Background: an optimization exercise with open tools, aiming at small area. Do not read the settings as production practice.
RTL that was checked went through simulation tests only; none was proved equivalent to the original.
The clock port is modelled as an ideal driver; clocking choices that lean on that would not hold on a real chip.

==> inputs of trial 28 <==
==> flow/design.v <==
module Top (
    input  logic       clk_1MHz,
    input  logic       reset,
    input  logic       data_in,
    input  logic       write_in,
    input  logic       dequeue_in,
    output logic [7:0] fila_data_out,
    output logic [7:0] fila_len_out
);
    logic [3:0] a, b;
    logic       fast, slow;
    function automatic logic [3:0] step(input logic [3:0] v);
        step = {v[2:0], v[3] ? v[0] : ~(v[0] & v[1])};
    endfunction
    assign fast = a[3] & a[2] & a[0];
    assign slow = a[3] & ~a[2] & ~a[0] & b[3] & b[1] & b[0];
    always_ff @(posedge clk_1MHz or posedge reset) begin
        if (reset) begin
            a <= 4'd0;
            b <= 4'd0;
        end else begin
            a <= step(a);
            if (fast) b <= step(b);
        end
    end
    logic [3:0] s;
    logic [7:0] buffer;
    logic       busy;
    logic [3:0] len;
    logic [7:0] mem [8];
    logic [7:0] dout;
    logic recv, req, full, empty, enq, deq, inc;
    assign recv  = ~s[3];
    assign req   = s[3] & ~s[1] & s[0];
    assign full  = len[3];
    assign empty = (len == 4'd0);
    assign enq   = slow & ~busy & req & ~full;
    assign deq   = slow & ~busy & ~(req & ~full) & dequeue_in & ~empty;
    assign inc   = (fast & (recv ? write_in : ~req)) | enq;
    logic [3:0] ts, tl;
    logic [2:0] tq;
    logic       tb;
    assign ts[0] = inc;
    assign ts[1] = inc & s[0];
    assign ts[2] = inc & s[0] & s[1] & ~s[3];
    assign ts[3] = inc & s[0] & s[1] & (s[2] | s[3]);
    assign tl[0] = enq | deq;
    assign tl[1] = (enq & len[0]) | (deq & ~len[0]);
    assign tl[2] = (enq & len[0] & len[1]) | (deq & ~len[0] & ~len[1]);
    assign tl[3] = (enq & len[0] & len[1] & len[2]) | (deq & ~len[0] & ~len[1] & ~len[2]);
    assign tb = slow & (busy | (req & ~full) | (dequeue_in & ~empty));
    always_ff @(posedge clk_1MHz or posedge reset) begin
        if (reset) begin
            s    <= 4'd0;
            busy <= 1'b0;
            len  <= 4'd0;
            dout <= 8'd0;
        end else begin
            s    <= s ^ ts;
            busy <= busy ^ tb;
            len  <= len ^ tl;
            if (deq) dout <= head;
        end
    end
    logic [2:0] q;
    logic [7:0] head;
    logic       ins;
    assign ins = ({1'b0, q} == len);
    assign tq[0] = ~deq;
    assign tq[1] = ~deq & q[0];
    assign tq[2] = ~deq & q[0] & q[1];
    always_ff @(posedge clk_1MHz or posedge reset) begin
        if (reset) q <= 3'd0;
        else q <= q ^ tq;
    end
    always_ff @(posedge clk_1MHz) begin
        if (fast & recv & write_in) buffer <= {data_in, buffer[7:1]};
        mem[0] <= ins ? buffer : mem[7];
        for (int i = 1; i < 8; i++) mem[i] <= mem[i - 1];
        if (q == 3'd0) head <= mem[7];
    end
    assign fila_data_out = dout;
    assign fila_len_out  = {4'd0, len};
endmodule
==> flow/flow/run.sh <==
#!/bin/bash
# Standard ORFS layout with 1-drive port buffers, every gate shrunk to its
# smallest size before the placement repair (which then resizes or buffers
# what needs it), and CTS's tree replaced by a flat one of a few large
# clock buffers, each driving an equal share of the registers.
set -euo pipefail
here=$(pwd)
bash standard.sh \
  "BUFFER_PORTS_ARGS=-buffer_cell sky130_fd_sc_hd__buf_1" \
  "CTS_ARGS=-sink_clustering_enable -repair_clock_nets -dont_use_dummy_load" \
  "PRE_RESIZE_TCL=$here/flow/downsize.tcl" \
  "POST_CTS_TCL=$here/flow/handtree.tcl" \
  finish > make.log 2>&1
==> flow/flow/downsize.tcl <==
# Swap every combinational cell for the smallest-footprint cell of the same
# function (same name up to the drive suffix). Registers and clock cells stay.
proc my_downsize {} {
  set db [ord::get_db]
  set block [ord::get_db_block]
  set n 0
  foreach inst [$block getInsts] {
    set m [$inst getMaster]
    set name [$m getName]
    if {![regexp {^(sky130_fd_sc_hd__([a-z0-9]+))_([0-9]+)$} $name -> base func drv]} { continue }
    if {[regexp {^(df|edf|sdf|dl|clk|tap|fill|decap|conb|lpflow|probe|diode)} $func]} { continue }
    set best $m
    foreach d {0 1 2} {
      set c [$db findMaster ${base}_$d]
      if {$c eq "NULL" || $c eq ""} { continue }
      if {[$c getWidth] < [$best getWidth]} { set best $c }
    }
    if {$best ne $m} {
      $inst swapMaster $best
      incr n
    }
  }
  puts "my_downsize: swapped $n cells"
}
my_downsize
==> flow/flow/handtree.tcl <==
# Replace the clock tree that CTS built with a flat one: the clock port
# drives NX*NY clock buffers of type CELL, each driving the registers in one
# cell of an NX by NY grid that splits the registers into equal groups
# (columns by x, then rows by y within each column).
proc my_collect_clock {net bufs_var sinks_var} {
  upvar $bufs_var bufs
  upvar $sinks_var sinks
  foreach it [$net getITerms] {
    if {[$it isOutputSignal]} { continue }
    set inst [$it getInst]
    set m [[$inst getMaster] getName]
    if {[regexp {__clk(buf|inv)} $m] || [string match clkload* [$inst getName]]} {
      lappend bufs $inst
      foreach o [$inst getITerms] {
        if {[$o isOutputSignal] && [$o getNet] ne "NULL"} {
          my_collect_clock [$o getNet] bufs sinks
        }
      }
    } else {
      lappend sinks $it
    }
  }
}

proc my_hand_tree {nx ny cell} {
  set db [ord::get_db]
  set block [ord::get_db_block]
  set root [[$block findBTerm clk_1MHz] getNet]
  set bufs {}
  set sinks {}
  my_collect_clock $root bufs sinks
  foreach inst $bufs {
    foreach o [$inst getITerms] {
      set n [$o getNet]
      if {$n ne "NULL" && [$o isOutputSignal]} {
        $o disconnect
        if {[llength [$n getITerms]] == 0 || [$n getName] ne [$root getName]} {
          foreach x [$n getITerms] { $x disconnect }
          odb::dbNet_destroy $n
        }
      }
    }
    odb::dbInst_destroy $inst
  }
  set pts {}
  foreach it $sinks {
    $it connect $root
    set xy [$it getAvgXY]
    lappend pts [list [lindex $xy 1] [lindex $xy 2] $it]
  }
  set master [$db findMaster $cell]
  set pts [lsort -real -index 0 $pts]
  set n [llength $pts]
  set b 0
  for {set i 0} {$i < $nx} {incr i} {
    set col [lrange $pts [expr {$i * $n / $nx}] [expr {($i + 1) * $n / $nx - 1}]]
    set col [lsort -real -index 1 $col]
    set m [llength $col]
    for {set j 0} {$j < $ny} {incr j} {
      set grp [lrange $col [expr {$j * $m / $ny}] [expr {($j + 1) * $m / $ny - 1}]]
      set net [odb::dbNet_create $block clknet_hand_$b]
      $net setSigType CLOCK
      set inst [odb::dbInst_create $block $master clkbuf_hand_$b]
      set sx 0
      set sy 0
      foreach s $grp {
        set it [lindex $s 2]
        $it disconnect
        $it connect $net
        set sx [expr {$sx + [lindex $s 0]}]
        set sy [expr {$sy + [lindex $s 1]}]
      }
      set k [llength $grp]
      $inst setLocation [expr {int($sx / $k)}] [expr {int($sy / $k)}]
      $inst setPlacementStatus PLACED
      [$inst findITerm A] connect $root
      [$inst findITerm X] connect $net
      incr b
    }
  }
  puts "my_hand_tree: removed [llength $bufs] CTS cells, $n sinks on $b x $cell"
  detailed_placement
  check_placement
}
my_hand_tree 1 3 sky130_fd_sc_hd__clkbuf_16
==> flow/standard.sh <==
#!/bin/bash
# synth_recipe.tcl (not shown) runs the flow's synth.tcl, then flattens the netlist and writes it again
# the make line also repeats each setting of config.mk as NAME=value (left out here)
make -C /OpenROAD-flow-scripts/flow DESIGN_CONFIG=/design/flow/config.mk WORK_HOME=/design/flow/orfs CLKGATE_MAP_FILE= SYNTH_SCRIPT=/design/flow/synth_recipe.tcl "${@:-finish}"
==> flow/config.mk <==
export PLATFORM = sky130hd
export DESIGN_NAME = Top
export DESIGN_NICKNAME = Top
export VERILOG_FILES = /design/flow/design.v
export SDC_FILE = /design/flow/constraint.sdc
export NUM_CORES = 4
export LEC_CHECK = 0
export CAP_MARGIN = 20
export CORE_MARGIN = 2
export CORE_UTILIZATION = 88
export PLACE_DENSITY = 0.92
export SLEW_MARGIN = 20
==> flow/constraint.sdc <==
create_clock -name core_clock -period 10.0 [get_ports {clk_1MHz}]
set_input_delay 2.0000 -clock core_clock [delete_from_list [all_inputs] [get_ports {clk_1MHz}]]
set_output_delay 2.0000 -clock core_clock [all_outputs]
set_load 0.01 [all_outputs]
==> trial 5 (differences from trial 28) <==
==> flow/design.v, changed modules only <==
module Top (
    input  logic       clk_1MHz,
    input  logic       reset,
    input  logic       data_in,
    input  logic       write_in,
    input  logic       dequeue_in,
    output logic [7:0] fila_data_out,
    output logic [7:0] fila_len_out
);
    logic [3:0] a, b;
    logic       fast, slow;
    function automatic logic [3:0] step(input logic [3:0] v);
        step = {v[2:0], v[3] ? ~(v[0] | v[1]) : v[0]};
    endfunction
    assign fast = ~a[2] & ~a[1] & ~a[0];
    assign slow = a[2] & a[1] & ~a[0] & ~b[2] & ~b[1] & ~b[0];
    always_ff @(posedge clk_1MHz or posedge reset) begin
        if (reset) begin
            a <= 4'd12;
            b <= 4'd14;
        end else begin
            a <= step(a);
            if (fast) b <= step(b);
        end
    end
    logic [3:0] s;
    logic [7:0] buffer;
    logic       busy;
    logic [3:0] len;
    logic [7:0] mem [8];
    logic [7:0] dout;
    logic recv, req, full, empty, enq, deq, inc;
    assign recv  = ~s[3];
    assign req   = s[3] & ~s[1] & s[0];
    assign full  = len[3];
    assign empty = (len == 4'd0);
    assign enq   = slow & ~busy & req & ~full;
    assign deq   = slow & ~busy & ~(req & ~full) & dequeue_in & ~empty;
    assign inc   = (fast & (recv ? write_in : ~req)) | enq;
    always_ff @(posedge clk_1MHz or posedge reset) begin
        if (reset) begin
            s    <= 4'd0;
            busy <= 1'b0;
            len  <= 4'd0;
            dout <= 8'd0;
        end else begin
            if (inc) s <= (s[3] & s[1] & s[0]) ? 4'd0 : s + 4'd1;
            if (slow) busy <= ~busy & ((req & ~full) | (dequeue_in & ~empty));
            if (enq) len <= len + 4'd1;
            else if (deq) len <= len - 4'd1;
            if (deq) dout <= head;
        end
    end
    logic [2:0] q;
    logic [7:0] head;
    logic       ins;
    assign ins = ({1'b0, q} == len);
    always_ff @(posedge clk_1MHz or posedge reset) begin
        if (reset) q <= 3'd0;
        else if (!deq) q <= q + 3'd1;
    end
    always_ff @(posedge clk_1MHz) begin
        if (fast & recv & write_in) buffer <= {data_in, buffer[7:1]};
        mem[0] <= ins ? buffer : mem[7];
        for (int i = 1; i < 8; i++) mem[i] <= mem[i - 1];
        if (q == 3'd0) head <= mem[7];
    end
    assign fila_data_out = dout;
    assign fila_len_out  = {4'd0, len};
endmodule
==> flow/flow/run.sh (replaced) <==
#!/bin/bash
# Standard ORFS layout with 1-drive port buffers, no CTS dummy loads, and
# every gate shrunk to its smallest size before the placement repair (which
# then resizes or buffers what needs it).
set -euo pipefail
here=$(pwd)
bash standard.sh \
  "BUFFER_PORTS_ARGS=-buffer_cell sky130_fd_sc_hd__buf_1" \
  "CTS_ARGS=-sink_clustering_enable -repair_clock_nets -dont_use_dummy_load" \
  "PRE_RESIZE_TCL=$here/flow/downsize.tcl" \
  finish > make.log 2>&1
--- a/flow/config.mk
+++ b/flow/config.mk
@@ -8,5 +8,5 @@
 export CAP_MARGIN = 20
 export CORE_MARGIN = 2
-export CORE_UTILIZATION = 88
-export PLACE_DENSITY = 0.92
+export CORE_UTILIZATION = 75
+export PLACE_DENSITY = 0.8
 export SLEW_MARGIN = 20
removed: flow/flow/handtree.tcl
==> qor summary <==
item	trial 5	trial 28
Outcome	finished clean	aborted with a tool error
Stage where the flow stopped	-	3_5_place_dp
Share of Yosys cell area claimed by the top area cell type	37.98%	40.93%
Fraction of the mapped netlist area in adder cells	2.448%	1.599%
Area share of and/or/nand/nor cells after synthesis	6.677%	5.476%
Mux cell area share after synthesis	8.976%	8.193%
Total of buffers placed on input and output ports	16	16
Part of the Yosys area used for sequential elements	73.18%	78.66%
Num rows	24	21
Synth cell types	45	32
Commonest register cell after synthesis	dfxtp_1	dfxtp_1
Die X	71.07 microns	63.65 microns
Complex-gate fraction of the synthesized area	3.820%	1.559%
Xor/xnor cell area share of the yosys netlist	2.300%	2.238%
Synthesized instance count	207	183
Syn_area_per_cell	16.30 sq um	17.11 sq um
Mapped Area	0.003373 sq mm	0.003131 sq mm
Starting Density	77.47%	92.36%
Die height	71.07 microns	63.65 microns
Placer's final routability congestion estimate	0.8064	0.7781
Only the layout flow was run in trial 5; the RTL was not checked for function there.

==> separate check: timing with driven ports <==
The flow's constraints put no driver on any port. The routed layout listed below was extracted and timed again, unchanged, in two steps.
Step 1: set_driving_cell puts a clkbuf_16 on clk_1MHz and a buf_2 on each other input, an assumption about the parent block.
Step 2 also shifts input and output timing later by t, the mid clock arrival at the registers, as if the neighbouring blocks saw the same clock.
Slacks: ideal ports / drivers / drivers and shift; pairs: ideal ports / drivers.
run: trial 5
shift t [ns]: 0.368
slack for setup (ns): 6.905 / 6.904 / 6.536
hold WS [ns]: 0.328 / 0.328 / 0.328
worst setup path at the end: input to register
After both steps trial 5 still meets setup and hold. The setup slack of trial 5 moves by -0.001 ns with the drivers and by -0.369 ns with both steps.
